What follows belongs to an exercise in optimizing a design on an open flow for small area; a production flow would make more cautious choices.
In this exercise RTL edits were held to simulation tests only and were not proved equivalent to the original.
No activity file was given, so power comes from the tool's default toggle rates. The flow treats the clock pin as an ideal source, which a real chip does not have.

`design/flow/config.mk`:
```
export PLATFORM = sky130hd
export DESIGN_NAME = top
export DESIGN_NICKNAME = top
export VERILOG_FILES = /design/flow/design.v
export SDC_FILE = /design/flow/constraint.sdc
export NUM_CORES = 4
export LEC_CHECK = 0
export CAP_MARGIN = 0
export CORE_MARGIN = 2
export CORE_UTILIZATION = 40
export CTS_BUF_LIST = sky130_fd_sc_hd__clkbuf_16
export CTS_CLUSTER_DIAMETER = 60
export CTS_CLUSTER_SIZE = 30
export SLEW_MARGIN = 0
```
`design/flow/design.v`:
```
module rot_event(rst,clk,rot_a,rot_b,rot_event);
input rst;
input clk,rot_a,rot_b;
output rot_event;
reg rot_event;
always @(posedge clk) begin
	if(rst)
		rot_event <= 0;
	else begin
		if(rot_a & rot_b)
			rot_event <= 1;
		if(~rot_a & ~rot_b)
			rot_event <= 0;
	end
end
endmodule
module regist(rst,z,clk,y,rot_event,cidx,line2,run,tbit,tspace);
input rst;
input clk,rot_event;
input [3:0] y;
input z;
input [3:0] cidx;
input line2;
output run;
output tbit;
output tspace;
reg prev;
reg [3:0] S;
reg [2:0] op;
reg [4:0] A;
reg [4:0] Wa;
reg [15:0] F;
reg [15:0] G;
reg [15:0] W;
reg pend;
reg [4:0] ph;
reg [511:0] ring;
wire ev = rot_event & ~prev & ~rst;
reg [3:0] T;
always @* begin
	case(op)
		3'd0: T = 4'd9;
		3'd1: T = 4'd6;
		3'd2: T = 4'd8;
		3'd3: T = 4'd11;
		3'd4: T = 4'd13;
		3'd5: T = 4'd9;
		3'd6: T = 4'd9;
		default: T = 4'd8;
	endcase
end
wire done = (S == T);
wire last = (S == T - 4'd1);
wire op0 = (op == 3'd0);
wire op1 = (op == 3'd1);
wire op2 = (op == 3'd2);
wire op3 = (op == 3'd3);
wire op4 = (op == 3'd4);
wire op5 = (op == 3'd5);
wire op6 = (op == 3'd6);
wire op7 = (op == 3'd7);
wire two = op2 | op4 | op5 | op6;    
assign run = done;
always @(posedge clk) begin
	if(rst) begin
		prev <= 0;
		S <= 0;
	end
	else begin
		prev <= rot_event;
		if(ev)
			S <= done ? 4'd0 : S + 4'd1;
		else if(z)
			S <= 0;
	end
end
always @(posedge clk) begin
	if(ev && S == 4'd1)
		op <= y[2:0];
end
wire winA = (S == 4'd4) | (S == 4'd5);
wire winB = (S == 4'd6) | (S == 4'd7);
wire [4:0] asel = pend ? Wa : ((winB & two) ? W[4:0] : A);
wire [4:0] j = asel + ph;
wire hit4 = (j[1:0] == 2'b11);
wire hit8 = (j[2:0] == 3'b111);
wire [15:0] Rd = ring[{j[4:2], 6'd48} +: 16];
always @(posedge clk) begin
	ph <= ph + 5'd1;
end
genvar p;
generate
	for(p = 0; p < 32; p = p + 1) begin : slot
		if(p % 8 == 0) begin : wr
			wire we = pend & hit8 & (j[4:3] == (p / 8 + 3) % 4);
			always @(posedge clk)
				ring[16*p +: 16] <= we ? W : ring[16*((p+31)%32) +: 16];
		end
		else begin : sh
			always @(posedge clk)
				ring[16*p +: 16] <= ring[16*(p-1) +: 16];
		end
	end
endgenerate
always @(posedge clk) begin
	if(ev && last && !op1 && !op2)
		pend <= 1;
	else if(hit8)
		pend <= 0;
end
wire wlo = (op3 && S == 4'd4) || ((op4 | op5 | op6) && S == 4'd6) || (op7 && S == 4'd5);
wire whi = (op3 && S == 4'd5) || ((op4 | op5 | op6) && S == 4'd7) || (op7 && S == 4'd6);
always @(posedge clk) begin
	if(ev && (S == 4'd2 || (wlo && (op5 | op6 | op7))))
		A[3:0] <= y;
	if(ev && (S == 4'd3 || (whi && (op5 | op6 | op7))))
		A[4] <= y[0];
end
always @(posedge clk) begin
	if(ev) begin
		if(op0 && S == 4'd3)
			Wa <= {y[0], A[3:0]};
		if(wlo)
			Wa[3:0] <= y;
		if(whi)
			Wa[4] <= y[0];
	end
end
always @(posedge clk) begin
	if(hit4 && winA && two)
		F <= Rd;
	if(hit4 && ((winA && (op1 | op3 | op7)) || (winB && two)))
		G <= Rd;
end
wire [15:0] ax = F & {16{~op7}};
wire [15:0] ay = (G << (W[3:0] & {4{op7}})) ^ {16{op6}};
wire [16:0] cy;
assign cy[0] = op6;
genvar b;
generate
	for(b = 0; b < 16; b = b + 1) begin : add
		assign cy[b+1] = (ax[b] & ay[b]) | (ax[b] & cy[b]) | (ay[b] & cy[b]);
	end
endgenerate
wire [15:0] sum = ax ^ ay ^ cy[15:0];
wire [1:0] ni = {S[1] ^ op3, S[0]};
always @(posedge clk) begin
	if(ev && last && (op5 | op6 | op7))
		W <= sum;
	else if(ev && S >= 4'd4 && S <= T - 4'd2)
		W[4*ni +: 4] <= y;
end
wire amode = ~(op2 | op4);
wire [3:0] ci = ~cidx;
wire [4:0] Ar = {A[0], A[1], A[2], A[3], A[4]};
wire bW = W[ci];
wire bG = G[ci];
wire bF = F[ci];
wire bA = Ar[cidx[2:0]];
assign tspace = ~line2 & amode & (cidx > 4'd4);
assign tbit = line2 ? ((op0 | op5 | op6 | op7) ? bW : bG) : (amode ? bA : bF);
endmodule
module driver(rst,clk,run,tbit,tspace,cidx,line2,LCD_RS,LCD_W,LCD_E,data);
input rst;
input clk;
input run;
input tbit;
input tspace;
output [3:0] cidx;
output line2;
output LCD_RS,LCD_W,LCD_E;
output [3:0] data;
reg LCD_RS;
reg [3:0] data;
reg [3:0] tmr;
reg [6:0] m;
reg [1:0] ss;
assign cidx = m[4:1];
assign line2 = m[6];
assign LCD_W = 1'b0;
assign LCD_E = (ss == 2'd3) | ((ss == 2'd0) & (m != 7'd18));
reg [3:0] nib;
always @* begin
	if(m[5])
		nib = m[0] ? {3'b000, tbit & ~tspace} : {3'b001, ~tspace};
	else begin
		case({m[6], m[4:0]})
			6'd18, 6'd19, 6'd20: nib = 4'h3;
			6'd21, 6'd22: nib = 4'h2;
			6'd23, 6'd30: nib = 4'h8;
			6'd25: nib = 4'h6;
			6'd27, 6'd62: nib = 4'hC;
			6'd29: nib = 4'h1;
			default: nib = 4'h0;
		endcase
	end
end
always @(posedge clk) begin
	if(rst) begin
		tmr <= 0;
		m <= 7'd18;
		ss <= 0;
		LCD_RS <= 0;
		data <= 0;
	end
	else begin
		tmr <= tmr + 4'd1;
		if(run && tmr == 4'd15) begin
			case(ss)
				2'd0: ss <= 2'd1;
				2'd1: begin
					ss <= 2'd2;
					LCD_RS <= m[5];
					data <= nib;
				end
				2'd2: begin
					if(m[5:0] == 6'd63)
						ss <= 2'd3;
					else begin
						ss <= 2'd0;
						m <= m + 7'd1;
					end
				end
				default: begin
					ss <= 2'd0;
					m <= m[6] ? 7'd18 : 7'd94;
				end
			endcase
		end
	end
end
endmodule
module top(rst,z,clk,rot_a,rot_b,y,LCD_RS,LCD_W,LCD_E,data);
input rst;
input clk,rot_a,rot_b;
input [3:0] y;
input z;
output LCD_RS,LCD_W,LCD_E;
output [3:0] data;
wire rot_event;
wire run, tbit, tspace, line2;
wire [3:0] cidx;
rot_event u1(rst,clk,rot_a,rot_b,rot_event);
regist u2(rst,z,clk,y,rot_event,cidx,line2,run,tbit,tspace);
driver de(rst,clk,run,tbit,tspace,cidx,line2,LCD_RS,LCD_W,LCD_E,data);
endmodule
```
`design/flow/constraint.sdc`:
```
create_clock -name core_clock -period 8.0 [get_ports {clk}]
set_input_delay 1.6000 -clock core_clock [delete_from_list [all_inputs] [get_ports {clk}]]
set_output_delay 1.6000 -clock core_clock [all_outputs]
set_load 0.01 [all_outputs]
```
`design/flow/standard.sh`:
```
#!/bin/bash
# synth_recipe.tcl (not shown) runs the flow's synth.tcl, then flattens the netlist and writes it again
# the make line also repeats each setting of config.mk as NAME=value (left out here)
make -C /OpenROAD-flow-scripts/flow DESIGN_CONFIG=/design/flow/config.mk WORK_HOME=/design/flow/orfs CLKGATE_MAP_FILE= SYNTH_SCRIPT=/design/flow/synth_recipe.tcl "${@:-finish}"
```
`design/flow/flow/run.sh`:
```
#!/bin/bash
# Own layout flow: the standard synthesis, then the combinational logic between
# the standard synthesis's flip-flops re-mapped for area (the flip-flops, their
# names and cell types are kept as they are), then the standard layout steps.
set -euo pipefail
work=$(pwd)
res=$work/orfs/results/${FLOW_PLATFORM:-sky130hd}/top/base
yosys_bin=yosys
if [[ -x "$FLOW_HOME/../tools/install/yosys/bin/yosys" ]]; then
  yosys_bin="$FLOW_HOME/../tools/install/yosys/bin/yosys"
fi

bash standard.sh synth > "$work/flow_synth.log" 2>&1

cp "$res/1_2_yosys.v" "$work/std_netlist.v"
LIB="$FLOW_HOME/platforms/sky130hd/lib/sky130_fd_sc_hd__tt_025C_1v80.lib" \
  IN="$work/std_netlist.v" OUT="$work/remap_netlist.v" \
  "$yosys_bin" -c "$work/flow/remap.tcl" > "$work/flow_remap.log" 2>&1

cp "$work/remap_netlist.v" "$res/1_2_yosys.v"
rm -f "$res/1_synth.odb" "$res/1_synth.sdc"

# clock tree: large leaf clusters on clkbuf_16, no dummy load cells
export CTS_ARGS="-sink_clustering_enable -repair_clock_nets -dont_use_dummy_load -sink_clustering_size 37 -sink_clustering_max_diameter 62 -buf_list sky130_fd_sc_hd__clkbuf_16"
# port buffers: the smallest buffer cell
export BUFFER_PORTS_ARGS="-buffer_cell sky130_fd_sc_hd__buf_1"
bash standard.sh finish > "$work/flow_finish.log" 2>&1
```
`design/flow/flow/remap.tcl`:
```
yosys -import
set lib $::env(LIB)
set dont_use {
  sky130_fd_sc_hd__probe_p_8 sky130_fd_sc_hd__probec_p_8 sky130_fd_sc_hd__lpflow_bleeder_1
  sky130_fd_sc_hd__lpflow_clkbufkapwr_1 sky130_fd_sc_hd__lpflow_clkbufkapwr_16
  sky130_fd_sc_hd__lpflow_clkbufkapwr_2 sky130_fd_sc_hd__lpflow_clkbufkapwr_4
  sky130_fd_sc_hd__lpflow_clkbufkapwr_8 sky130_fd_sc_hd__lpflow_clkinvkapwr_1
  sky130_fd_sc_hd__lpflow_clkinvkapwr_16 sky130_fd_sc_hd__lpflow_clkinvkapwr_2
  sky130_fd_sc_hd__lpflow_clkinvkapwr_4 sky130_fd_sc_hd__lpflow_clkinvkapwr_8
  sky130_fd_sc_hd__lpflow_decapkapwr_12 sky130_fd_sc_hd__lpflow_decapkapwr_3
  sky130_fd_sc_hd__lpflow_decapkapwr_4 sky130_fd_sc_hd__lpflow_decapkapwr_6
  sky130_fd_sc_hd__lpflow_decapkapwr_8 sky130_fd_sc_hd__lpflow_inputiso0n_1
  sky130_fd_sc_hd__lpflow_inputiso0p_1 sky130_fd_sc_hd__lpflow_inputiso1n_1
  sky130_fd_sc_hd__lpflow_inputiso1p_1 sky130_fd_sc_hd__lpflow_inputisolatch_1
  sky130_fd_sc_hd__lpflow_isobufsrc_1 sky130_fd_sc_hd__lpflow_isobufsrc_16
  sky130_fd_sc_hd__lpflow_isobufsrc_2 sky130_fd_sc_hd__lpflow_isobufsrc_4
  sky130_fd_sc_hd__lpflow_isobufsrc_8 sky130_fd_sc_hd__lpflow_isobufsrckapwr_16
  sky130_fd_sc_hd__lpflow_lsbuf_lh_hl_isowell_tap_1 sky130_fd_sc_hd__lpflow_lsbuf_lh_hl_isowell_tap_2
  sky130_fd_sc_hd__lpflow_lsbuf_lh_hl_isowell_tap_4 sky130_fd_sc_hd__lpflow_lsbuf_lh_isowell_4
  sky130_fd_sc_hd__lpflow_lsbuf_lh_isowell_tap_1 sky130_fd_sc_hd__lpflow_lsbuf_lh_isowell_tap_2
  sky130_fd_sc_hd__lpflow_lsbuf_lh_isowell_tap_4
}
set du_args {}
foreach c $dont_use { lappend du_args -dont_use $c }

read_liberty -ignore_miss_func $lib
read_verilog $::env(IN)
hierarchy -top top
# every sequential cell and the tie cell stay as the standard synthesis made them
blackbox sky130_fd_sc_hd__conb_1
foreach c {dfxtp_1 dfxtp_2 dfxtp_4 edfxtp_1 dfrtp_1 dfrtp_2 dfrtp_4 dfstp_1 dfstp_2 dfstp_4 dfxbp_1 dfxbp_2 dfrbp_1 dfrbp_2 dfsbp_1 dfsbp_2 edfxbp_1 sdfxtp_1 dfbbp_1 dfbbn_1 dfrtn_1 dlxtp_1 dlxtn_1} {
  blackbox sky130_fd_sc_hd__$c
}
flatten
opt_clean -purge
tee -o $::env(OUT).before.txt stat -liberty $lib
abc -liberty $lib {*}$du_args -script "+strash;dch -f;amap;strash;dch -f;amap;"
opt_clean -purge
hilomap -singleton -hicell sky130_fd_sc_hd__conb_1 HI -locell sky130_fd_sc_hd__conb_1 LO
splitnets
opt_clean -purge
tee -o $::env(OUT).after.txt stat -liberty $lib
read_liberty -lib -ignore_redef $lib
check -assert
select -module top
write_verilog -noattr -nohex -nodec -selected $::env(OUT)
```
==> results of run 1 <==
-- power groups by stage --
stage / combinational, mW / sequential (mW) / clock (mW)
after global placement: 0.107 / 3.14 / 0
after global routing: 0.118 / 3.08 / 1.69
after CTS: 0.109 / 3.07 / 1.59
after detailed placement: 0.109 / 3.14 / 0
after floorplan: 0.0630 / 3.14 / 0
final: 0.108 / 3.07 / 1.55
-- stage by stage --
stage,setup slack (ns),area (um^2),total power [mW]
6_report,1.04,18800,4.73
5_1_grt,0.102,18800,4.89
4_1_cts,0.508,18800,4.78
3_5_place_dp,0.515,18000,3.25
3_3_place_gp,0.789,18000,3.25
2_1_floorplan,0.690,17200,3.20
-- what timing repair did --
item / in CTS / in global routing
buffers inserted: 0 / 4
resized for setup: 0 / 5
endpoints found under the setup margin: 0 / 3
-- final cells by class --
cell class	instances	area, um^2	share of cell area [%]
Sequential cell	603	12700	67.3
Multi-Input combinational cell	751	4130	21.9
Clock buffer	31	776	4.12
Tap cell	539	674	3.58
Inverter	99	379	2.01
Timing Repair Buffer	34	203	1.08
-- state kept, by name, summed over array words and instances (netlist names), 3 cells and up --
register  count
de.data       4
de.m          7
de.tmr        4
u2.A          5
u2.F         16
u2.G         16
u2.S          4
u2.W         16
u2.Wa         5
u2.op         3
u2.ph         5
u2.ring     512
-- cells in the final DEF (no fill, tap or decap), types with 3 or more instances in the layout --
master and instances:
dfxtp_1 542, nor2_1 153, nand2_1 109, o21ai_0 105, clkinv_1 95, o22ai_1 92
a21oi_1 64, edfxtp_1 61, a22oi_1 31, clkbuf_16 31, a221oi_1 29, nor3_1 22
o22a_1 21, buf_4 20, o221ai_1 15, buf_1 14, nand3_1 13, a31oi_1 11
o32ai_1 8, and3_1 7, a221o_1 7, nor2b_1 7, a22o_1 6, a211oi_1 5
o211ai_1 5, o21a_1 5, o31ai_1 5, or3_1 4, nor4_1 4, a32oi_1 3
nand4_1 3
-- worst reg2reg max path: cells and delay by family, from the launching register on --
family                 cells  cell delay (ns)
flip-flops                 1             0.48
buffers and inverters      7             1.48
AO/OA/AOI/OAI             15             3.04
AND/OR/NAND/NOR           14             1.72
-- per-layer routing --
layer	up-vias	GRT usage, %
met5	-	0
met4	0	5.68
met1	5252	24.4
met2	329	26.5
met3	91	2.75
li1	5331	-
-- path summary, 6_finish.rpt --
path	cells after the start	startpoint	to	slack [ns]
hold reg to reg	0	u2.ring[345]	u2.ring[361]	0.26
hold / removal	0	u2.ring[345]	u2.ring[361]	0.26
setup reg to reg	36	u2.op[1]	u2.W[15]	1.04
setup / recovery	36	u2.op[1]	u2.W[15]	1.04
==> flow_results.org, run 1 <==
** Worst setup path
- Among all stages on the critical path, the largest delay is contributed by edfxtp_1.
- Type of origin of the critical path :: flip-flop
- STA classifies the critical path endpoint as a flip-flop.
- The largest single stage delay on the critical path is 0.48 ns.
- Of all nets on the critical path, the largest fanout is 15.
- Arrival time worst endpoint :: 7.26 ns
- Cell family with most CP delay :: compound AO/OA/AOI/OAI gates
- The critical path contains buffers and inverters numbering 7 combined.
- Most frequent cell on the critical path :: nor2_1
- Crit path kind :: reg -> reg
- Required arrival time at the worst endpoint :: 8.30 ns

** Pwr
- Maximum resistive drop on vdd :: around 0.13 mV
- Internal Pwr Total :: 3.78 mW
- NetSw :: ~0.94 mW
- Power Density :: 251 mW/mm^2
- Clock network power share :: 32.7%
- Summed over all cells, the static leakage comes to 6.72 nW.
- Combinational group share of total power :: 2.3%
- Sequential share of power :: 65.0%
- Switching share of power :: around a fifth

** Global routing
- The first global-routing pass estimated between 50000 and 60000 um of wire.
- The total overflow left after global routing is 0.
- Entering global routing, the biggest net connects 38 pins.
- Combined global-route utilization of all metal layers :: between 10% and 20%
- The via count of the first global-routing pass came to 10200.
- Number of antenna violations at the first check in global routing :: 0

** Drt
- Remaining routing DRC violations :: 0
- Number of vias per cell :: ~5.3
- Uppermost layer routed :: met4
- After detailed routing, the met2 layer carries between 15000 and 20000 um of wire.
- In the final routed layout, each cell accounts on average for 18.6 um.
- Summed over all layers, the routed wires come to approximately 38000 um.
- Wire segments on met3 add up to 2240 um in the final route.
- First-pass DRT Iterations :: 9
- Detail Route Antenna Nets :: 0
- The detailed router finished its first iteration with roughly 1000 violations.
- Wl on met1 :: 18200 um
- The detailed router placed 11000 vias in this run.

** Clocking
- # H-tree levels :: 1
- Clock slew at reported path FFs :: 0.12 ns
- Number of CTS-inserted buffers :: 31
- The clock reaches the later pin of the worst-skew pair after 0.63 ns.
- CTS Sinks :: 603
- Deepest clock path buffer count :: 3
- Post-CTS Hold Buffers :: 0
- CTS tree :: yes
- In this run the clock root is driven by a clkbuf_16.

** Yosys
- Synth Cell Area :: 0.0172 mm^2
- Number of warnings issued by yosys :: 3
- Cell count after synthesis :: 1453
- Post-synthesis average cell area :: 11.8 um^2
- When the netlist entered floorplanning its net count stood at 1462.

** Placement
- Routability congestion estimate from global placement :: 0.949
- Number of placed instances with taps included :: 2022
- Detailed placement ended at an HPWL of 25300 um.
- During placement, the flow inserted port buffers numbering 14.

** STA
- The final count of hold timing violations was 0.
- The tightest hold path in the finished design has a slack of 0.259 ns.
- Clock skew after layout :: between 0.08 and 0.09 ns
- Worst slew margin relative to its limit :: 33.2%
- Setup total negative slack on the finished layout was measured at 0 ns.
- Setup repair after global routing missed its margin :: false
- Max Fclk :: 0.144 GHz
- Post-layout min period :: 6.96 ns
- Final setup viols :: 0
- Max Transition Viols Final :: 0
- At the pin with the least slew margin, the transition time is 0.996 ns.
- Fin crit share :: 87.0%

** Layout
- Core Util, Final :: between 40% and 50%
- Number of cells in the finished layout apart from fillers :: 2057
- Layout-stage area growth over the synthesis result :: 9.86%
- Final nets :: 1529
- 0 antenna diodes ended up in the layout.
- Cells with a size suffix above 1 make up 3.95% of the layout.
- Number of inserted filler cells in the final layout :: 3849

** Die
- The floorplan step defined a die boundary enclosing between 0.04 and 0.05 mm^2.
- For this design the top-level I/O count stands at 16.
- CORE AREA :: 0.0421 mm^2
- Total number of placement rows :: 75
- Once the floorplan was initialized, standard cells occupied 40.7% of the core.
- Height of the die :: 211 um
- Die Wd :: 211 um

** Worst hold path
- The min-delay analysis places its worst path in the category reg -> reg.

** Job
- The tool flagged a number of max-cap violations equal to 0.

** Run status
- Run status :: complete, no violations
==> run 2, diff against run 1 <==
--- a/design/flow/flow/run.sh
+++ b/design/flow/flow/run.sh
@@ -23,3 +23,3 @@
 # clock tree: large leaf clusters on clkbuf_16, no dummy load cells
-export CTS_ARGS="-sink_clustering_enable -repair_clock_nets -dont_use_dummy_load -sink_clustering_size 37 -sink_clustering_max_diameter 62 -buf_list sky130_fd_sc_hd__clkbuf_16"
+export CTS_ARGS="-sink_clustering_enable -repair_clock_nets -dont_use_dummy_load -sink_clustering_size 32 -sink_clustering_max_diameter 100 -buf_list sky130_fd_sc_hd__clkbuf_16"
 # port buffers: the smallest buffer cell
==> flow_results.org, run 2 <==
** Worst setup path
- For this design, the slowest cell found on the critical path is edfxtp_1.
- The peak fanout along the critical path is 15 (unchanged).
- Arrival time worst endpoint :: 7.28 ns (+0.02 ns)
- The worst setup path is launched from a flip-flop.
- Crit path buf inv count :: 7 (unchanged)
- The critical path is of the reg -> reg type.
- The required time of the critical path is 8.32 ns (+0.02 ns).
- The most numerous cell type found on the critical path is nor2_1.
- The reg2reg setup slack came to 1.04 ns (about the same).
- STA classifies the critical path endpoint as a flip-flop.
- Cell family with most CP delay :: compound AO/OA/AOI/OAI gates
- The maximum cell stage delay along the critical path was 0.49 ns (about the same).

** STA
- The final setup violation count was 0 (unchanged).
- Setup repair after global routing left no endpoint under its margin.
- Post-layout min period :: 6.96 ns (+0.00730 ns)
- Transition time at the pin with the least slew margin :: 1.01 ns (+0.00998 ns)
- The final count of hold timing violations was 0 (unchanged).
- The final cycle utilization of the critical path came to 87.1% (+0.091 points).
- The headroom to the max-slew limit came to 32.5% (-0.67 points).
- Max Transition Viols Final :: 0 (unchanged)
- The setup TNS is 0 ns (unchanged).
- The peak clock frequency supported by timing is 0.144 GHz (-0.11%).
- The clock skew after layout was 0.0555 ns (-0.0308 ns).

** Layout
- From synthesis to final layout, the design area changed by 8.69%.
- Number of diodes added for antenna fixing :: 0 (unchanged)
- The number of nets in the layout came to 1521 (-0.52%).
- Flip-flop count of the largest register after layout :: 512 (unchanged)
- Largest register by flop count :: u2.ring
- Leading cell type in the layout, fill and taps excluded :: dfxtp_1
- Leaving out fill and tap cells, the most frequent cells in the layout are dfxtp_1 (542), nor2_1 (153), nand2_1 (109).
- The proportion of layout cells with a drive suffix above 1 was 3.44% (-0.51 points).

** Die
- Number of I/O pins :: 16 (unchanged)
- The vertical die dimension was 211 um (unchanged).
- Total number of placement rows :: 75 (unchanged)
- Die Wd :: 211 um (unchanged)
- Initial core utilization :: 40.7% (unchanged)
- Die Area :: 0.0446 mm^2 (unchanged)
- The area of the core was 0.0421 mm^2 (unchanged).

** Run status
- Run status :: complete, no violations

** Pwr
- The sequential group share of total power was 67.8% (+2.8 points).
- The switching power is 0.913 mW (-3.3%).
- Reported leakage power :: 6.63 nW (-1.5%)
- The overall power came to 4.53 mW (-4.2%).
- The peak supply drop came to 0.127 mV (-4.0%).
- Switching share of power :: 20.1% (+0.17 points)
- The ratio of total power to cell area came to 243 mW/mm^2 (-3.1%).
- Internal Pwr Total :: 3.62 mW (-4.4%)
- Combinational group share of total power :: 2.4% (about the same)
- Clock network power share :: 29.8% (-2.9 points)

** Global routing
- Wire length of the first global-routing pass :: 58700 um (-0.50%)
- The aggregate global-route resource usage is 17.0% (-0.15 points).
- Vias in the first global route :: 10100 (-0.79%)
- The total grt overflow came to 0 (unchanged).
- Number of antenna violations at the first check in global routing :: 0 (unchanged)
- The pin count of the biggest net entering global routing came to 37 (-2.6%).

** Yosys
- The number of instances in the synthesized netlist was 1453 (unchanged).
- Nets in the synthesized netlist :: 1462 (unchanged)
- The average size of a mapped cell was 11.8 um^2 (unchanged).
- The cell area after synthesis is 0.0172 mm^2 (unchanged).
- Number of warnings issued by yosys :: 3 (unchanged)

** Drt
- Remaining routing DRC violations :: 0 (unchanged)
- Routed wirelength normalized by instance count :: 18.6 um (about the same)
- The total routed wirelength is 38200 um (-0.40%).
- First-pass DRT Iterations :: 7 (-2)
- Number of DRC markers after the initial detailed-route iteration :: 1056 (+1.2%)
- The remaining number of nets flagged by the antenna check after routing came to 0 (unchanged).
- DR vias :: 10900 (-1.0%)
- Number of vias per cell :: 5.32 (-0.63%)

** Placement
- Final HPWL DP :: 25300 um (unchanged)
- The number of port buffers was 14 (unchanged).
- The routability-driven placement congestion ratio is 0.949 (unchanged).

** Worst hold path
- Class of the worst hold path :: reg -> reg

** Clocking
- TritonCTS built the clock tree.
- The H-tree depth reported by CTS is 1 (unchanged).
- The clock latency of the later-clocked register in the worst-skew pair is 0.57 ns (-0.06 ns).
- The tree is rooted in a clkbuf_16.
- The clock transition at the registers of the reported paths was 0.12 ns (about the same).
- The number of sinks handled by clock tree synthesis was 603 (unchanged).
- Deepest clock path buffer count :: 3 (unchanged)
- The number of buffers created by CTS is 23 (-26%).

** Job
- Number of maximum-capacitance constraint violations :: 0 (unchanged)
## run 2: worst reg2reg max path, delay by kind of cell, from the launching register on
kind,cells,cell delay (ns)
flip-flops,1,0.49
buffers and inverters,7,1.47
AND/OR/NAND/NOR,14,1.72
AO/OA/AOI/OAI,15,3.08
## run 2: per-stage QoR
stage               hold WS [ns]  worst slack, ns  instance area [um^2]  utilization [%]  std cells
finish                     0.275             1.04                 18600             44.3       2049
global route               0.270            0.119                 18600             44.3       2049
detailed placement         0.312            0.515                 18000             42.8       2022
floorplan                  0.310            0.690                 17200                -       1453
CTS                        0.275            0.527                 18600             44.1       2045
global placement           0.310            0.789                 18000             42.8       2022
## run 2: cell type report
type                    count  area, um^2
clock buffers              23         576
fillers                  3851       23500
inverters                  99         379
multi-input cells         751        4130
flip-flops and latches    603       12700
well taps                 539         674
repair buffers             34         203
## run 2: worst paths after layout
kind,from,end,cells after the start
worst max-delay path,u2.op[1],u2.W[15],36
worst min-delay path,u2.ring[44],u2.ring[60],0
worst max register to register,u2.op[1],u2.W[15],36
worst min register to register,u2.ring[44],u2.ring[60],0
## run 2: timing repair
item	CTS	global route
hold buffers	0	0
endpoints found under the setup margin	0	4
gates resized for setup	0	5
buffers inserted	0	4
## run 2: power by group through the flow
stage | clock network (mW) | registers, mW | logic (mW)
after floorplan | 0 | 3.14 | 0.0630
after global placement | 0 | 3.14 | 0.107
after detailed placement | 0 | 3.14 | 0.109
after CTS | 1.40 | 3.07 | 0.109
after global routing | 1.49 | 3.08 | 0.117
final | 1.35 | 3.07 | 0.109
## run 2: per-layer routing
metal / up-vias / global-route usage (%) / share of wire [%]
met3: 74 / 2.63 / 5.6
li1: 5310 / - / -
met2: 303 / 26.6 / 43
met1: 5204 / 24.5 / 48
met4: 0 / 4.42 / 3.0
met5: - / 0 / 0
==> run 3, diff against run 2 <==
--- a/design/flow/flow/run.sh
+++ b/design/flow/flow/run.sh
@@ -23,3 +23,3 @@
 # clock tree: large leaf clusters on clkbuf_16, no dummy load cells
-export CTS_ARGS="-sink_clustering_enable -repair_clock_nets -dont_use_dummy_load -sink_clustering_size 32 -sink_clustering_max_diameter 100 -buf_list sky130_fd_sc_hd__clkbuf_16"
+export CTS_ARGS="-sink_clustering_enable -repair_clock_nets -dont_use_dummy_load -sink_clustering_size 28 -sink_clustering_max_diameter 80 -buf_list sky130_fd_sc_hd__clkbuf_16"
 # port buffers: the smallest buffer cell
==> flow_results.org, run 3 <==
** Die
- Initial core utilization :: 40.7% (unchanged)
- The overall die area was 0.0446 mm^2 (unchanged).
- Die Wd :: 211 um (unchanged)
- Number of I/O pins :: 16 (unchanged)
- Total number of placement rows :: 75 (unchanged)
- CORE AREA :: 0.0421 mm^2 (unchanged)
- The vertical die dimension was 211 um (unchanged).

** STA
- Sum Neg Setup Slack :: 0 ns (unchanged)
- Transition time at the pin with the least slew margin :: 1.01 ns (+0.00291 ns)
- Max Transition Viols Final :: 0 (unchanged)
- The final setup violation count is 0 (unchanged).
- The final count of hold timing violations came to 0 (unchanged).
- Post-layout min period :: 7.03 ns (+0.0619 ns)
- The final cycle utilization of the critical path was 87.8% (+0.77 points).
- Max Fclk :: 0.142 GHz (-0.88%)
- Clock skew after layout :: 0.0498 ns (-0.00574 ns)
- The headroom to the max-slew limit was 32.3% (-0.20 points).
- Setup repair after global routing left no endpoint under its margin.

** Worst setup path
- Type of origin of the critical path :: flip-flop
- Critical path fanouts, max :: 15 (unchanged)
- Most frequent cell on the critical path :: nor2_1
- The data arrival time of the critical path is 7.35 ns (+0.07 ns).
- The maximum cell stage delay along the critical path came to 0.48 ns (about the same).
- Required arrival time at the worst endpoint :: 8.32 ns (about the same)
- Worst setup EP type :: flip-flop
- The worst setup path is of the reg -> reg kind.
- The slowest stage of the critical path is the edfxtp_1 cell.

** Pwr
- Internal Pwr Total :: 3.70 mW (+2.3%)
- The peak supply drop is 0.130 mV (+2.2%).
- The power share of the combinational group is 2.3% (about the same).
- The power share of the clock group is 31.2% (+1.4 points).
- The overall power came to 4.62 mW (+2.1%).
- The sequential group share of total power came to 66.4% (-1.4 points).
- NetSw :: 0.924 mW (+1.2%)
- Power Density :: 247 mW/mm^2 (+1.5%)
- The static power due to leakage came to 6.67 nW (+0.74%).
- Switching share of power :: 20.0% (-0.17 points)

** Global routing
- Combined global-route utilization of all metal layers :: 17.1% (+0.13 points)
- The first-pass GRT wire length came to 58900 um (+0.49%).
- The total grt overflow is 0 (unchanged).
- Number of antenna violations at the first check in global routing :: 0 (unchanged)
- The via count of the first global-routing pass was 10100 (+0.28%).
- Maximum number of pins on one net before global-route repair :: 37 (unchanged)

** Placement
- The standard cell area after detailed placement is 0.0180 mm^2 (unchanged).
- Count of buffers from port buffering :: 14 (unchanged)
- Number of placed instances with taps included :: 2022 (unchanged)
- Final HPWL DP :: 25300 um (unchanged)
- The routability-driven placement congestion ratio was 0.949 (unchanged).

** Layout
- Multi-input combinational cell area :: 0.00413 mm^2 (-0.12%)
- Number of cells in the finished layout apart from fillers :: 2053 (+0.20%)
- Flip-flop count of the largest register after layout :: 512 (unchanged)
- Number of diodes added for antenna fixing :: 0 (unchanged)
- The combined flip-flop and latch cell area was 0.0127 mm^2 (unchanged).
- The final core utilization is 44.5% (+0.23 points).
- The number of fillers in the final layout was 3865 (+0.36%).
- Largest register by flop count :: u2.ring
- Final std cell area, no fill :: 0.0187 mm^2 (+0.51%)
- The number of nets in the layout is 1525 (+0.26%).
- The top cell types in the final layout, fill and taps aside, are dfxtp_1 (542), nor2_1 (153), nand2_1 (109).
- The library cell used most frequently in the layout, excluding fill and tap cells, is dfxtp_1.
- From synthesis to final layout, the design area changed by 9.25%.
- Layout cells sized above 1 :: 3.70% (+0.26 points)

** Drt
- Final WL :: 38200 um (about the same)
- The remaining number of nets flagged by the antenna check after routing was 0 (unchanged).
- The per-cell routed wire length came to 18.6 um (-0.22%).
- Number of DRC markers after the initial detailed-route iteration :: 1118 (+5.9%)
- Remaining routing DRC violations :: 0 (unchanged)
- Number of vias per cell :: 5.31 (-0.13%)
- DR vias :: 10900 (+0.064%)
- The first-pass detailed-route iteration total is 6 (-1).

** Clocking
- Clk Latency, worst-skew pair :: 0.58 ns (about the same)
- Clock root buffer :: clkbuf_16
- # H-tree levels :: 1 (unchanged)
- The clock tree buffer depth was 3 (unchanged).
- TritonCTS built the clock tree.
- The clock transition at the registers of the reported paths came to 0.10 ns (-0.02 ns).
- Number of CTS-inserted buffers :: 27 (+17%)
- CTS Sinks :: 603 (unchanged)

** Yosys
- The average size of a mapped cell is 11.8 um^2 (unchanged).
- The number of instances in the synthesized netlist came to 1453 (unchanged).
- Synth Cell Area :: 0.0172 mm^2 (unchanged)
- The count of yosys warnings during synthesis was 3 (unchanged).
- Nets in the synthesized netlist :: 1462 (unchanged)

** Job
- The count of maximum capacitance violations is 0 (unchanged).

** Worst hold path
- Class of the worst hold path :: reg -> reg

** Run status
- Run status :: complete, no violations
run 3: layout make-up:
type | count | area share (%)
Clock buffer | 27 | 3.61
Inverter | 99 | 2.02
Sequential cell | 603 | 67.7
Multi-Input combinational cell | 751 | 22.0
Tap cell | 539 | 3.60
Timing Repair Buffer | 34 | 1.08
run 3: final timing paths:
check	from	endpoint	slack [ns]	depth (start not counted)
max	u2.op[1]	u2.W[15]	0.97	36
min	u2.ring[162]	u2.ring[178]	0.30	0
max reg2reg	u2.op[1]	u2.W[15]	0.97	36
min reg2reg	u2.ring[162]	u2.ring[178]	0.30	0
run 3: power groups by stage:
stage / sequential [mW] / combinational [mW] / clock, mW
after CTS: 3.07 / 0.109 / 1.50
after detailed placement: 3.14 / 0.109 / 0
after global routing: 3.08 / 0.117 / 1.60
after floorplan: 3.14 / 0.0630 / 0
after global placement: 3.14 / 0.107 / 0
final: 3.07 / 0.108 / 1.44
run 3: metal layers:
| layer | track usage [%] | up-vias | wire length, um |
|---|---|---|---|
| met5 | 0 | - | 0 |
| met4 | 5.29 | 0 | 1210 |
| met3 | 2.99 | 72 | 2330 |
| met2 | 26.1 | 324 | 16400 |
| met1 | 24.7 | 5184 | 18200 |
| li1 | - | 5318 | - |
run 3: per-stage QoR:
step,hold WS [ns],setup WS (ns)
2_1_floorplan,0.310,0.690
3_3_place_gp,0.310,0.789
3_5_place_dp,0.312,0.515
4_1_cts,0.297,0.534
5_1_grt,0.301,0.0175
6_report,0.298,0.974
run 3: timing repair:
| action | CTS | global route |
|---|---|---|
| buffers inserted | 0 | 4 |
| hold buffers | 0 | 0 |
| gates resized for setup | 0 | 4 |
| setup endpoints to repair | 0 | 3 |
run 3: critical path, delay by kind of cell, from the launching register on:
| family | cells | cell delay (ns) |
|---|---|---|
| simple gates | 14 | 1.81 |
| buf+inv | 7 | 1.46 |
| flops | 1 | 0.48 |
| compound gates | 15 | 3.04 |
==> run 4, diff against run 3 <==
--- a/design/flow/flow/run.sh
+++ b/design/flow/flow/run.sh
@@ -23,3 +23,3 @@
 # clock tree: large leaf clusters on clkbuf_16, no dummy load cells
-export CTS_ARGS="-sink_clustering_enable -repair_clock_nets -dont_use_dummy_load -sink_clustering_size 28 -sink_clustering_max_diameter 80 -buf_list sky130_fd_sc_hd__clkbuf_16"
+export CTS_ARGS="-sink_clustering_enable -repair_clock_nets -dont_use_dummy_load -sink_clustering_size 33 -sink_clustering_max_diameter 70 -buf_list sky130_fd_sc_hd__clkbuf_16"
 # port buffers: the smallest buffer cell
==> flow_results.org, run 4 <==
** Yosys
- The count of yosys warnings during synthesis came to 3 (unchanged).
- Cell count after synthesis :: 1453 (unchanged)
- The cell area after synthesis was 0.0172 mm^2 (unchanged).
- Post-synthesis average cell area :: 11.8 um^2 (unchanged)
- The synthesized net count was 1462 (unchanged).

** Placement
- Pre-CTS setup slack :: 0.515 ns (unchanged)
- Final HPWL DP :: 25300 um (unchanged)
- The cell total after placement is 2022 (unchanged).
- Placed cell areas :: 0.0180 mm^2 (unchanged)
- Routability congestion estimate from global placement :: 0.949 (unchanged)
- Count of buffers from port buffering :: 14 (unchanged)

** Layout
- Most frequent cells in the layout :: dfxtp_1 (542), nor2_1 (153), nand2_1 (109)
- Core Util, Final :: 44.4% (-0.048 points)
- Leading cell type in the layout, fill and taps excluded :: dfxtp_1
- The final standard cell count with taps included and fillers excluded was 2052 (-0.049%).
- Layout cells sized above 1 :: 3.64% (-0.064 points)
- The number of nets in the layout is 1524 (-0.066%).
- Number of inserted filler cells in the final layout :: 3857 (-0.21%)
- More flip-flops sit in one register than any other, and that register is u2.ring.
- Number of diodes added for antenna fixing :: 0 (unchanged)
- The number of flip-flops under the largest register name came to 512 (unchanged).
- Compared with the post-synthesis result, the final layout area differs by 9.13%.
- The final non-filler cell area was 0.0187 mm^2 (-0.11%).

** STA
- The final-report max-slew violation count is 0 (unchanged).
- Worst slew margin relative to its limit :: 34.2% (+1.9 points)
- Endpoints failing hold :: 0 (unchanged)
- The final hold slack was 0.276 ns (-0.0221 ns).
- Post-layout min period :: 7.06 ns (+0.0366 ns)
- The setup TNS was 0 ns (unchanged).
- The peak clock frequency supported by timing is 0.142 GHz (-0.52%).
- Clock skew after layout :: 0.0508 ns (+0.000973 ns)
- Fin crit share :: 88.3% (+0.46 points)
- The worst setup margin was 0.937 ns (-0.0365 ns).
- Transition time at the pin with the least slew margin :: 0.980 ns (-0.0286 ns)
- The final setup violation count was 0 (unchanged).
- Setup repair after global routing missed its margin :: false

** Drt
- The remaining design rule violation count was 0 (unchanged).
- Number of vias per cell :: 5.34 (+0.68%)
- The per-cell routed wire length came to 18.6 um (+0.14%).
- The first-pass detailed-route iteration total is 6 (unchanged).
- The remaining number of nets flagged by the antenna check after routing is 0 (unchanged).
- The number of violations reported at the end of detailed-routing iteration 0 came to 1123 (+0.45%).
- The total routed wirelength came to 38200 um (about the same).
- DR vias :: 11000 (+0.63%)

** Clocking
- The number of sinks handled by clock tree synthesis was 603 (unchanged).
- Post-CTS Hold Buffers :: 0 (unchanged)
- Clk Latency, worst-skew pair :: 0.58 ns (about the same)
- Deepest clock path buffer count :: 3 (unchanged)
- Clock root buffer :: clkbuf_16
- The H-tree depth reported by CTS is 1 (unchanged).
- The number of buffers created by CTS is 26 (-3.7%).
- Clock slew at reported path FFs :: 0.11 ns (about the same)
- CTS tree :: yes

** Global routing
- The pin count of the biggest net entering global routing was 37 (unchanged).
- The total grt overflow was 0 (unchanged).
- Combined global-route utilization of all metal layers :: 17.1% (+0.035 points)
- Vias in the first global route :: 10200 (+0.47%)
- The first-pass GRT wire length is 59100 um (+0.22%).
- Number of antenna violations at the first check in global routing :: 0 (unchanged)

** Worst setup path
- The required time of the critical path came to 8.26 ns (-0.06 ns).
- For this design, the slowest cell found on the critical path is edfxtp_1.
- Arrival time worst endpoint :: 7.33 ns (-0.02 ns)
- Type of origin of the critical path :: flip-flop
- Critical path fanouts, max :: 18 (+3)
- STA classifies the critical path endpoint as a flip-flop.
- The maximum cell stage delay along the critical path came to 0.49 ns (about the same).
- By instance count, the cell type seen most on the critical path is nor2_1.
- The critical path is of the reg -> reg type.

** Worst hold path
- Class of the worst hold path :: reg -> reg

** Die
- The effective utilization at floorplan was 40.7% (unchanged).
- Die Wd :: 211 um (unchanged)
- The I/O pin count was 16 (unchanged).
- Die Area :: 0.0446 mm^2 (unchanged)
- Total number of placement rows :: 75 (unchanged)
- Height of the die :: 211 um (unchanged)
- The area of the core was 0.0421 mm^2 (unchanged).

** Pwr
- Maximum resistive drop on vdd :: 0.126 mV (-3.1%)
- Reported leakage power :: 6.66 nW (-0.18%)
- Internal Pwr Total :: 3.68 mW (-0.54%)
- The sequential group share of total power was 66.7% (+0.3 points).
- The switching power was 0.923 mW (about the same).
- Power Density :: 246 mW/mm^2 (-0.34%)
- The overall power came to 4.60 mW (-0.45%).
- The power share of the combinational group was 2.3% (about the same).
- Switching share of power :: 20.0% (+0.075 points)
- Clock network power share :: 30.9% (-0.3 points)

** Job
- Number of maximum-capacitance constraint violations :: 0 (unchanged)

** Run status
- Run status :: complete, no violations
-- run 4: timing repair --
item / in CTS / in global routing
hold endpoints to repair: 0 / 0
resized for setup: 0 / 5
buffers inserted: 0 / 4
endpoints found under the setup margin: 0 / 3
-- run 4: routing by layer --
metal | part of all wire [%] | routed length (um) | GRT usage (%) | vias up
met1 | 47 | 18000 | 24.5 | 5226
li1 | - | - | - | 5322
met2 | 43 | 16500 | 26.5 | 344
met5 | 0 | 0 | 0 | -
met3 | 6.6 | 2520 | 3.12 | 75
met4 | 3.1 | 1180 | 5.12 | 0
-- run 4: critical path: cells and delay by family (launching register included) --
family	cells	cell delay, ns
AND/OR/NAND/NOR	15	1.83
buffers and inverters	7	1.43
AO/OA/AOI/OAI	15	3.04
flip-flops	1	0.49
-- run 4: cell type report --
class	instances	area, um^2	share of cell area [%]
sequential	603	12700	67.7
inverter	99	379	2.02
multi-input combinational	751	4130	22.1
tap	539	674	3.60
timing repair buffer	34	203	1.08
clock buffer	26	651	3.48
-- run 4: worst paths after layout --
check         startpoint  slack, ns  cells past startpoint          end
max             u2.op[1]       0.94                     37     u2.W[15]
min          u2.ring[71]       0.28                      0  u2.ring[87]
max reg2reg     u2.op[1]       0.94                     37     u2.W[15]
min reg2reg  u2.ring[71]       0.28                      0  u2.ring[87]
-- run 4: power by group through the flow --
stage / Sequential (mW) / Combinational (mW) / Clock (mW)
finish: 3.07 / 0.108 / 1.42
global route: 3.08 / 0.118 / 1.57
CTS: 3.07 / 0.109 / 1.46
detailed placement: 3.14 / 0.109 / 0
global placement: 3.14 / 0.107 / 0
floorplan: 3.14 / 0.0630 / 0
==> run 5, diff against run 4 <==
--- a/design/flow/flow/run.sh
+++ b/design/flow/flow/run.sh
@@ -22,6 +22,2 @@
 
-# clock tree: large leaf clusters on clkbuf_16, no dummy load cells
-export CTS_ARGS="-sink_clustering_enable -repair_clock_nets -dont_use_dummy_load -sink_clustering_size 33 -sink_clustering_max_diameter 70 -buf_list sky130_fd_sc_hd__clkbuf_16"
-# port buffers: the smallest buffer cell
-export BUFFER_PORTS_ARGS="-buffer_cell sky130_fd_sc_hd__buf_1"
 bash standard.sh finish > "$work/flow_finish.log" 2>&1
==> flow_results.org, run 5 <==
** Drt
- The number of violations reported at the end of detailed-routing iteration 0 was 1116 (-0.62%).
- DR vias :: 11100 (+1.0%)
- Routed wirelength normalized by instance count :: 19.1 um (+2.4%)
- Number of vias per cell :: 5.30 (-0.76%)
- Remaining routing DRC violations :: 0 (unchanged)
- Detail Route Antenna Nets :: 0 (unchanged)
- Final WL :: 39800 um (+4.2%)
- First-pass DRT Iterations :: 6 (unchanged)

** Yosys
- The number of instances in the synthesized netlist was 1453 (unchanged).
- Number of warnings issued by yosys :: 3 (unchanged)
- The synthesized net count came to 1462 (unchanged).
- The cell area after synthesis was 0.0172 mm^2 (unchanged).
- Post-synthesis average cell area :: 11.8 um^2 (unchanged)

** STA
- Transition time at the pin with the least slew margin :: 0.854 ns (-0.126 ns)
- The final critical path time including I/O delays and setup is 6.98 ns (-0.0844 ns).
- The final cycle utilization of the critical path came to 87.2% (-1.1 points).
- The headroom to the max-slew limit was 41.6% (+7.3 points).
- The peak clock frequency supported by timing came to 0.143 GHz (+1.2%).
- The final-report max-slew violation count came to 0 (unchanged).
- The final count of hold timing violations was 0 (unchanged).
- The clock skew after layout is 0.0353 ns (-0.0155 ns).
- The setup TNS is 0 ns (unchanged).
- The final setup violation count came to 0 (unchanged).
- Setup repair after global routing left no endpoint under its margin.

** Worst hold path
- Hold Path Cell Cnt :: 0 (unchanged)
- In this run the worst hold path is classified as reg -> reg.

** Clocking
- Clock root buffer :: clkbuf_16
- The clock tree buffer depth came to 3 (unchanged).
- Clock slew at reported path FFs :: 0.10 ns (about the same)
- CTS tree :: yes
- The count of hold buffers inserted by post-cts repair is 0 (unchanged).
- # H-tree levels :: 2 (+1)
- The clock latency of the later-clocked register in the worst-skew pair was 0.56 ns (-0.02 ns).
- The number of buffers created by CTS is 34 (+31%).
- The number of sinks handled by clock tree synthesis is 603 (unchanged).

** Die
- Number of I/O pins :: 16 (unchanged)
- The overall die area is 0.0446 mm^2 (unchanged).
- Height of the die :: 211 um (unchanged)
- The effective utilization at floorplan is 40.7% (unchanged).
- Total number of placement rows :: 75 (unchanged)
- CORE AREA :: 0.0421 mm^2 (unchanged)
- The overall die width was 211 um (unchanged).

** Pwr
- The switching power is 1.14 mW (+24%).
- The ratio of total power to cell area was 266 mW/mm^2 (+8.1%).
- The internal power component was 4.01 mW (+8.8%).
- The static power due to leakage is 6.98 nW (+4.8%).
- Switching share of power :: 22.2% (+2.1 points)
- Sequential share of power :: 59.7% (-7.0 points)
- The peak supply drop is 0.136 mV (+8.4%).
- Clock network power share :: 38.1% (+7.2 points)
- Combinational group share of total power :: 2.2% (about the same)

** Global routing
- The via count of the first global-routing pass came to 10400 (+2.2%).
- The pin count of the biggest net entering global routing is 35 (-5.4%).
- The total grt overflow was 0 (unchanged).
- The first-pass GRT wire length was 61300 um (+3.7%).
- The initial antenna violation count came to 0 (unchanged).
- Combined global-route utilization of all metal layers :: 17.9% (+0.80 points)

** Layout
- Layout-stage area growth over the synthesis result :: 12.9%
- Leading cell type in the layout, fill and taps excluded :: dfxtp_1
- The number of nets in the layout came to 1536 (+0.79%).
- Largest register by flop count :: u2.ring
- The final core utilization was 46.0% (+1.5 points).
- Number of cells in the finished layout apart from fillers :: 2089 (+1.8%)
- Number of diodes added for antenna fixing :: 0 (unchanged)
- Flip-flop count of the largest register after layout :: 512 (unchanged)
- Layout cells sized above 1 :: 5.68% (+2.0 points)
- In the layout the commonest cells are dfxtp_1 (542), nor2_1 (153), nand2_1 (109).

** Job
- The count of maximum capacitance violations came to 0 (unchanged).

** Placement
- Count of buffers from port buffering :: 14 (unchanged)
- Routability congestion estimate from global placement :: 0.933 (-1.7%)
- Final HPWL DP :: 26700 um (+5.3%)
- The cell total after placement came to 2027 (+0.25%).

** Worst setup path
- Arrival time worst endpoint :: 7.28 ns (-0.05 ns)
- Crit path kind :: reg -> reg
- STA classifies the critical path startpoint as a flip-flop.
- Among all stages on the critical path, the largest delay is contributed by edfxtp_1.
- Most frequent cell on the critical path :: nor2_1
- The maximum cell stage delay along the critical path came to 0.48 ns (about the same).
- Register-to-Register Path Depth :: 36 (-2.7%)
- Critical path fanouts, max :: 15 (-3)
- STA classifies the critical path endpoint as a flip-flop.
- The required time of the critical path came to 8.31 ns (+0.05 ns).

** Run status
- Run status :: complete, no violations
run 5: stage by stage:
stage	hold WS, ns	total power [mW]	instance area [um^2]	setup WS (ns)
after floorplan	0.310	3.20	17200	0.690
after global placement	0.310	3.25	18200	0.646
after detailed placement	0.312	3.25	18200	0.369
after CTS	0.322	5.20	19300	0.364
after global routing	0.326	5.33	19400	0.0633
final	0.323	5.15	19400	1.02
run 5: layer usage:
metal / GRT usage (%) / up-vias / wire length [um]
met1: 25.5 / 5287 / 18900
met3: 3.84 / 60 / 2480
li1: - / 5357 / -
met2: 26.9 / 376 / 17300
met4: 6.65 / 0 / 1250
met5: 0 / - / 0
run 5: layout make-up:
class	count	area, um^2
Fill cell	3836	22800
Timing Repair Buffer	38	320
Clock buffer	35	876
Inverter	99	379
Sequential cell	603	12700
Clock inverter	24	297
Multi-Input combinational cell	751	4130
Tap cell	539	674
run 5: worst paths after layout:
kind | from | to | slack, ns
worst max-delay path | u2.op[1] | u2.W[15] | 1.02
worst min-delay path | u2.ring[10] | u2.ring[26] | 0.32
worst max register to register | u2.op[1] | u2.W[15] | 1.02
worst min register to register | u2.ring[10] | u2.ring[26] | 0.32
run 5: worst max-delay path: cells and delay by family, from the launching register on:
family | cells | cell delay [ns]
compound gates | 15 | 3.07
simple gates | 14 | 1.75
buf+inv | 7 | 1.46
flops | 1 | 0.48
run 5: timing repair:
action	4_1_cts	5_1_grt
gates resized for setup	0	4
buffers inserted	0	3
setup endpoints to repair	0	5
run 5: power groups by stage:
stage	Clock (mW)	Sequential (mW)	Combinational [mW]
after floorplan	0	3.14	0.0630
after global placement	0	3.14	0.111
after detailed placement	0	3.14	0.112
after CTS	2.02	3.07	0.113
after global routing	2.13	3.08	0.122
final	1.96	3.07	0.112
==> run 6, diff against run 5 <==
--- a/design/flow/flow/run.sh
+++ b/design/flow/flow/run.sh
@@ -22,2 +22,4 @@
 
+# clock tree: large leaf clusters on clkbuf_16, no dummy load cells
+export CTS_ARGS="-sink_clustering_enable -repair_clock_nets -dont_use_dummy_load -sink_clustering_size 34 -sink_clustering_max_diameter 55 -buf_list sky130_fd_sc_hd__clkbuf_16"
 bash standard.sh finish > "$work/flow_finish.log" 2>&1
==> flow_results.org, run 6 <==
** Die
- The number of placement rows is 75 (unchanged).
- The area of the core is 0.0421 mm^2 (unchanged).
- The I/O pin count came to 16 (unchanged).
- The overall die width was 211 um (unchanged).
- Initial core utilization :: 40.7% (unchanged)
- Die Area :: 0.0446 mm^2 (unchanged)
- The vertical die dimension is 211 um (unchanged).

** Global routing
- Combined global-route utilization of all metal layers :: 17.9% (-0.047 points)
- Global route total overflow :: 0 (unchanged)
- Number of antenna violations at the first check in global routing :: 0 (unchanged)
- Wire length of the first global-routing pass :: 61000 um (-0.44%)
- Vias in the first global route :: 10400 (+0.077%)
- The pin count of the biggest net entering global routing is 35 (unchanged).

** Worst setup path
- Required arrival time at the worst endpoint :: 8.29 ns (-0.02 ns)
- Crit path kind :: reg -> reg
- In this run the critical register-to-register path is launched from u2.op[1].
- The reg2reg setup slack is 1.02 ns (about the same).
- STA classifies the critical path endpoint as a flip-flop.
- The peak fanout along the critical path is 15 (unchanged).
- Most frequent cell on the critical path :: nor2_1
- The worst setup path is launched from a flip-flop.
- The worst reg-to-reg path cell count was 36 (unchanged).
- Critical Path Slowest Stage Cell :: edfxtp_1
- Delay of the slowest cell on the worst path :: 0.47 ns (about the same)
- Endpoint of the worst-slack reg-to-reg timing path :: u2.W[15]
- Arrival time worst endpoint :: 7.27 ns (about the same)

** Layout
- Number of diodes added for antenna fixing :: 0 (unchanged)
- The top cell types in the final layout, fill and taps aside, are dfxtp_1 (542), nor2_1 (153), nand2_1 (109).
- Layout-stage area growth over the synthesis result :: 11.4%
- Largest register by flop count :: u2.ring
- Layout cells sized above 1 :: 4.52% (-1.2 points)
- Final nets :: 1539 (+0.20%)
- Flip-flop count of the largest register after layout :: 512 (unchanged)
- The library cell used most frequently in the layout, excluding fill and tap cells, is dfxtp_1.
- Number of inserted filler cells in the final layout :: 3851 (+0.39%)

** Clocking
- CTS tree :: yes
- The H-tree depth reported by CTS was 2 (unchanged).
- Deepest clock path buffer count :: 3 (unchanged)
- The clock latency of the later-clocked register in the worst-skew pair came to 0.56 ns (about the same).
- CTS Sinks :: 603 (unchanged)
- Number of CTS-inserted buffers :: 37 (+8.8%)
- The tree is rooted in a clkbuf_16.
- Clock slew at reported path FFs :: 0.11 ns (about the same)
- Post-CTS Hold Buffers :: 0 (unchanged)

** Yosys
- Synth Cell Area :: 0.0172 mm^2 (unchanged)
- Post-synthesis average cell area :: 11.8 um^2 (unchanged)
- The synthesized net count came to 1462 (unchanged).
- The number of instances in the synthesized netlist was 1453 (unchanged).
- Number of warnings issued by yosys :: 3 (unchanged)

** Placement
- The number of port buffers is 14 (unchanged).
- The worst slack at placement was 0.369 ns (unchanged).
- Final HPWL DP :: 26700 um (unchanged)
- Routability congestion estimate from global placement :: 0.933 (unchanged)

** Pwr
- Maximum resistive drop on vdd :: 0.133 mV (-2.4%)
- Power Density :: 256 mW/mm^2 (-3.7%)
- The static power due to leakage was 6.85 nW (-1.9%).

** Worst hold path
- Class of the worst hold path :: reg -> reg
- Hold Path Cell Cnt :: 0 (unchanged)
- Hold path startpoint :: u2.ring[20]
- Hold endpoint :: u2.ring[36]

** STA
- Worst slew margin relative to its limit :: 41.0% (-0.54 points)
- The peak clock frequency supported by timing was 0.143 GHz (about the same).
- The final setup violation count came to 0 (unchanged).
- Setup repair after global routing left no endpoint under its margin.
- The final critical path time including I/O delays and setup came to 6.98 ns (+0.00221 ns).
- Endpoints failing hold :: 0 (unchanged)
- The worst setup margin was 1.02 ns (-0.00221 ns).
- Transition time at the pin with the least slew margin :: 0.862 ns (+0.00796 ns)
- The setup TNS was 0 ns (unchanged).
- Clock skew after layout :: 0.0711 ns (+0.0358 ns)
- The final cycle utilization of the critical path was 87.3% (about the same).
- The final-report max-slew violation count is 0 (unchanged).

** Drt
- DR vias :: 11000 (-0.60%)
- The remaining design rule violation count is 0 (unchanged).
- The total routed wirelength was 39700 um (-0.43%).
- Detail Route Antenna Nets :: 0 (unchanged)
- The number of violations reported at the end of detailed-routing iteration 0 was 1099 (-1.5%).
- Number of vias per cell :: 5.33 (+0.46%)
- First-pass DRT Iterations :: 6 (unchanged)
- Routed wirelength normalized by instance count :: 19.2 um (+0.63%)

** Run status
- The run finished with no timing, DRC or antenna violations.

** Job
- The count of maximum capacitance violations was 0 (unchanged).
## run 6: cell types whose count changed in the layout (fill, tap and decap cells not counted)
cell / delta
inv_16: -4
inv_4: -1
inv_6: -5
bufinv_16: -1
inv_1: -3
clkbuf_16: +2
inv_8: -3
inv_12: -4
clkinv_2: -2
clkinv_8: -1
## run 6: how the worst max path moves through the flow
stage               startpoint        to  depth (start not counted)
finish                u2.op[1]  u2.W[15]                         36
CTS                   u2.op[1]  u2.W[15]                         36
global placement      u2.op[1]  u2.W[15]                         36
detailed placement    u2.op[1]  u2.W[15]                         36
global route          u2.op[1]  u2.W[15]                         37
floorplan             u2.op[1]   u2.F[2]                         17
## run 6: report_power, final
| part | switching (mW) | leakage [nW] | internal [mW] | total [mW] |
|---|---|---|---|---|
| logic | 0.0767 | 1.46 | 0.0350 | 0.112 |
| registers | 0.00669 | 4.93 | 3.07 | 3.07 |
| clock network | 0.884 | 0.456 | 0.822 | 1.71 |
## run 6: stage by stage
step / power, mW / hold WS, ns / cell area [um^2] / std cells / utilization, %
floorplan: 3.20 / 0.310 / 17200 / 1453 / -
global placement: 3.25 / 0.310 / 18200 / 2027 / 43.1
detailed placement: 3.25 / 0.312 / 18200 / 2027 / 43.1
CTS: 4.95 / 0.278 / 19100 / 2064 / 45.3
global route: 5.06 / 0.288 / 19100 / 2067 / 45.4
finish: 4.89 / 0.277 / 19100 / 2067 / 45.4
## run 6: layout make-up
type | instances | area [um^2] | area share (%)
Sequential cell | 603 | 12700 | 66.3
Clock buffer | 37 | 926 | 4.84
Inverter | 99 | 379 | 1.98
Multi-Input combinational cell | 751 | 4130 | 21.6
Tap cell | 539 | 674 | 3.53
Timing Repair Buffer | 38 | 320 | 1.68
## run 6: worst max-delay path, delay by kind of cell (launching register included)
| kind | cells | cell delay (ns) |
|---|---|---|
| compound gates | 15 | 3.09 |
| simple gates | 14 | 1.76 |
| buf+inv | 7 | 1.45 |
| flops | 1 | 0.47 |
## run 6: metal layers
metal	global-route usage [%]	part of all wire (%)	up-vias
met2	26.8	43	365
li1	-	-	5343
met5	0	0	-
met1	25.4	47	5219
met3	3.61	5.8	87
met4	7.16	3.7	0
## run 6: repair_timing
item,CTS,global route
setup endpoints to repair,0,5
gates resized for setup,0,4
setup buffers,0,3
==> run 7, diff against run 6 <==
--- a/design/flow/flow/run.sh
+++ b/design/flow/flow/run.sh
@@ -23,3 +23,5 @@
 # clock tree: large leaf clusters on clkbuf_16, no dummy load cells
-export CTS_ARGS="-sink_clustering_enable -repair_clock_nets -dont_use_dummy_load -sink_clustering_size 34 -sink_clustering_max_diameter 55 -buf_list sky130_fd_sc_hd__clkbuf_16"
+export CTS_ARGS="-sink_clustering_enable -repair_clock_nets -dont_use_dummy_load -sink_clustering_size 30 -sink_clustering_max_diameter 70 -buf_list sky130_fd_sc_hd__clkbuf_16"
+# port buffers: the smallest buffer cell
+export BUFFER_PORTS_ARGS="-buffer_cell sky130_fd_sc_hd__buf_1"
 bash standard.sh finish > "$work/flow_finish.log" 2>&1
==> flow_results.org, run 7 <==
** Placement
- The standard cell area after detailed placement was 0.0180 mm^2 (-0.69%).
- Final HPWL DP :: 25300 um (-5.0%)
- Routability congestion estimate from global placement :: 0.949 (+1.7%)
- Count of buffers from port buffering :: 14 (unchanged)
- The worst slack at placement was 0.515 ns (+0.146 ns).
- Number of placed instances with taps included :: 2022 (-0.25%)

** Worst setup path
- The required time of the critical path was 8.31 ns (+0.02 ns).
- The critical path is of the reg -> reg type.
- Delay of the slowest cell on the worst path :: 0.49 ns (+0.02 ns)
- Type of origin of the critical path :: flip-flop
- The most numerous cell type found on the critical path is nor2_1.
- Critical path fanouts, max :: 15 (unchanged)
- The data arrival time of the critical path came to 7.29 ns (+0.02 ns).
- The worst setup path is captured at a flip-flop.
- Among all stages on the critical path, the largest delay is contributed by edfxtp_1.

** Job
- Number of maximum-capacitance constraint violations :: 0 (unchanged)

** STA
- The final setup violation count was 0 (unchanged).
- The measured slew at the worst slew-check pin came to 0.998 ns (+0.136 ns).
- Worst hold slack :: 0.307 ns (+0.0296 ns)
- Worst slew margin relative to its limit :: 33.0% (-8.0 points)
- Setup repair after global routing left no endpoint under its margin.
- Max Fclk :: 0.143 GHz (about the same)
- Post-layout min period :: 6.98 ns (+0.000140 ns)
- Sum Neg Setup Slack :: 0 ns (unchanged)
- Fin crit share :: 87.3% (about the same)
- The final-report max-slew violation count was 0 (unchanged).
- Clock skew after layout :: 0.0424 ns (-0.0287 ns)
- The worst setup margin is 1.02 ns (-0.000140 ns).
- The final count of hold timing violations was 0 (unchanged).

** Die
- The overall die area was 0.0446 mm^2 (unchanged).
- The I/O pin count was 16 (unchanged).
- Initial core utilization :: 40.7% (unchanged)
- The area of the core came to 0.0421 mm^2 (unchanged).
- The vertical die dimension came to 211 um (unchanged).
- Total number of placement rows :: 75 (unchanged)
- Die Wd :: 211 um (unchanged)

** Global routing
- The aggregate global-route resource usage came to 17.1% (-0.83 points).
- The via count of the first global-routing pass is 10100 (-2.9%).
- The pin count of the biggest net entering global routing is 37 (+5.7%).
- Wire length of the first global-routing pass :: 59100 um (-3.2%)
- Number of antenna violations at the first check in global routing :: 0 (unchanged)
- The total grt overflow came to 0 (unchanged).

** Drt
- The met2 routed wirelength came to 16500 um (-3.7%).
- First-pass DRT Iterations :: 6 (unchanged)
- The remaining design rule violation count came to 0 (unchanged).
- Final WL :: 38200 um (-3.6%)
- The total routed wire length on the met1 layer came to 18300 um (-2.6%).
- Uppermost layer routed :: met4
- Number of DRC markers after the initial detailed-route iteration :: 1177 (+7.1%)
- DR vias :: 10900 (-0.63%)
- Number of vias per cell :: 5.33 (about the same)
- The remaining number of nets flagged by the antenna check after routing is 0 (unchanged).
- The met3 routed wirelength was 2260 um (-1.5%).
- The per-cell routed wire length came to 18.6 um (-2.9%).

** Worst hold path
- Class of the worst hold path :: reg -> reg

** Clocking
- CTS tree :: yes
- The clock latency of the later-clocked register in the worst-skew pair is 0.57 ns (about the same).
- The clock transition at the registers of the reported paths came to 0.10 ns (about the same).
- The number of buffers created by CTS is 26 (-30%).
- The tree is rooted in a clkbuf_16.
- Deepest clock path buffer count :: 3 (unchanged)
- # H-tree levels :: 1 (-1)
- CTS Sinks :: 603 (unchanged)

** Yosys
- The cell area after synthesis is 0.0172 mm^2 (unchanged).
- The number of instances in the synthesized netlist was 1453 (unchanged).
- Nets in the synthesized netlist :: 1462 (unchanged)
- Number of warnings issued by yosys :: 3 (unchanged)
- Post-synthesis average cell area :: 11.8 um^2 (unchanged)

** Layout
- Layout-stage area growth over the synthesis result :: 9.13%
- The library cells used most frequently in the layout, excluding fill and tap cells, are dfxtp_1 (542), nor2_1 (153), nand2_1 (109).
- Core Util, Final :: 44.4% (-0.93 points)
- The combined flip-flop and latch cell area was 0.0127 mm^2 (unchanged).
- Final nets :: 1524 (-0.97%)
- Number of diodes added for antenna fixing :: 0 (unchanged)
- Flip-flop count of the largest register after layout :: 512 (unchanged)
- The proportion of layout cells with a drive suffix above 1 came to 3.64% (-0.88 points).
- Number of inserted filler cells in the final layout :: 3861 (+0.26%)
- Number of cells in the finished layout apart from fillers :: 2052 (-0.73%)
- The combined area of the multi-input logic cells was 0.00413 mm^2 (unchanged).
- Counting flops per register, the top entry is u2.ring.
- Leaving out fill and tap cells, the most frequent cell in the layout is dfxtp_1.
- Final std cell area, no fill :: 0.0187 mm^2 (-2.1%)

** Pwr
- Overall power consumption :: 4.60 mW (-5.9%)
- Power Density :: 246 mW/mm^2 (-3.9%)
- Reported leakage power :: 6.66 nW (-2.7%)
- The peak supply drop came to 0.150 mV (+13%).

** Run status
- Run status :: complete, no violations
run 7: worst paths after layout:
path / startpoint / cells past startpoint / to / slack, ns
max: u2.op[1] / 36 / u2.W[15] / 1.02
min: u2.ring[34] / 0 / u2.ring[50] / 0.31
max reg2reg: u2.op[1] / 36 / u2.W[15] / 1.02
min reg2reg: u2.ring[34] / 0 / u2.ring[50] / 0.31
run 7: routing by layer:
layer | vias to the layer above | global-route usage, %
li1 | 5318 | -
met1 | 5215 | 24.7
met2 | 341 | 26.5
met3 | 71 | 2.65
met4 | 0 | 4.95
met5 | - | 0
run 7: area by class of cell:
type | instances | area share [%]
Sequential cell | 603 | 67.7
Inverter | 99 | 2.02
Timing Repair Buffer | 34 | 1.08
Clock buffer | 26 | 3.48
Multi-Input combinational cell | 751 | 22.1
Tap cell | 539 | 3.60
run 7: where the power goes:
part           leakage [nW]  switching, mW  internal, mW
clock network         0.320          0.840         0.582
registers              4.93        0.00659          3.07
logic                  1.41         0.0760        0.0319
run 7: worst max-delay path, delay by kind of cell, from the launching register on:
kind            cells  cell delay [ns]
compound gates     15             3.06
buf+inv             7             1.47
flops               1             0.49
simple gates       14             1.74
run 7: timing repair:
item                                    in CTS  in global routing
endpoints found under the setup margin       0                  3
buffers inserted                             0                  4
hold buffers                                 0                  0
hold endpoints to repair                     0                  0
gates resized for setup                      0                  5

-- what the ideal ports hide --
No port has a modelled driver above. Below, the same layouts with a new extraction and two added sets of constraints. Step 1 assumes that a clkbuf_16 drives the clock port and a buf_2 every other input. Step 2 adds t to the input delays and takes it off the output delays; t is the mean of the earliest and latest rising clock arrival at the registers after step 1. Input paths then give back, and output paths get back, about the clock's delay inside the block. Slacks: ideal ports / drivers / drivers and shift; pairs: ideal ports / drivers.
run | t, ns | slack for setup (ns) | latest minus earliest clock arrival (ns)
run 1 | 0.638 | 1.043 / 1.043 / 1.043 | 0.090 / 0.090
run 2 | 0.597 | 1.036 / 1.036 / 1.036 | 0.060 / 0.061
run 3 | 0.614 | 0.974 / 0.974 / 0.974 | 0.052 / 0.052
run 4 | 0.611 | 0.937 / 0.937 / 0.937 | 0.051 / 0.051
run 5 | 0.597 | 1.022 / 1.022 / 1.022 | 0.035 / 0.036
run 6 | 0.582 | 1.019 / 1.019 / 1.019 | 0.072 / 0.072
run 7 | 0.605 | 1.019 / 1.019 / 1.019 | 0.044 / 0.044
After both steps setup and hold are still met in every run listed.
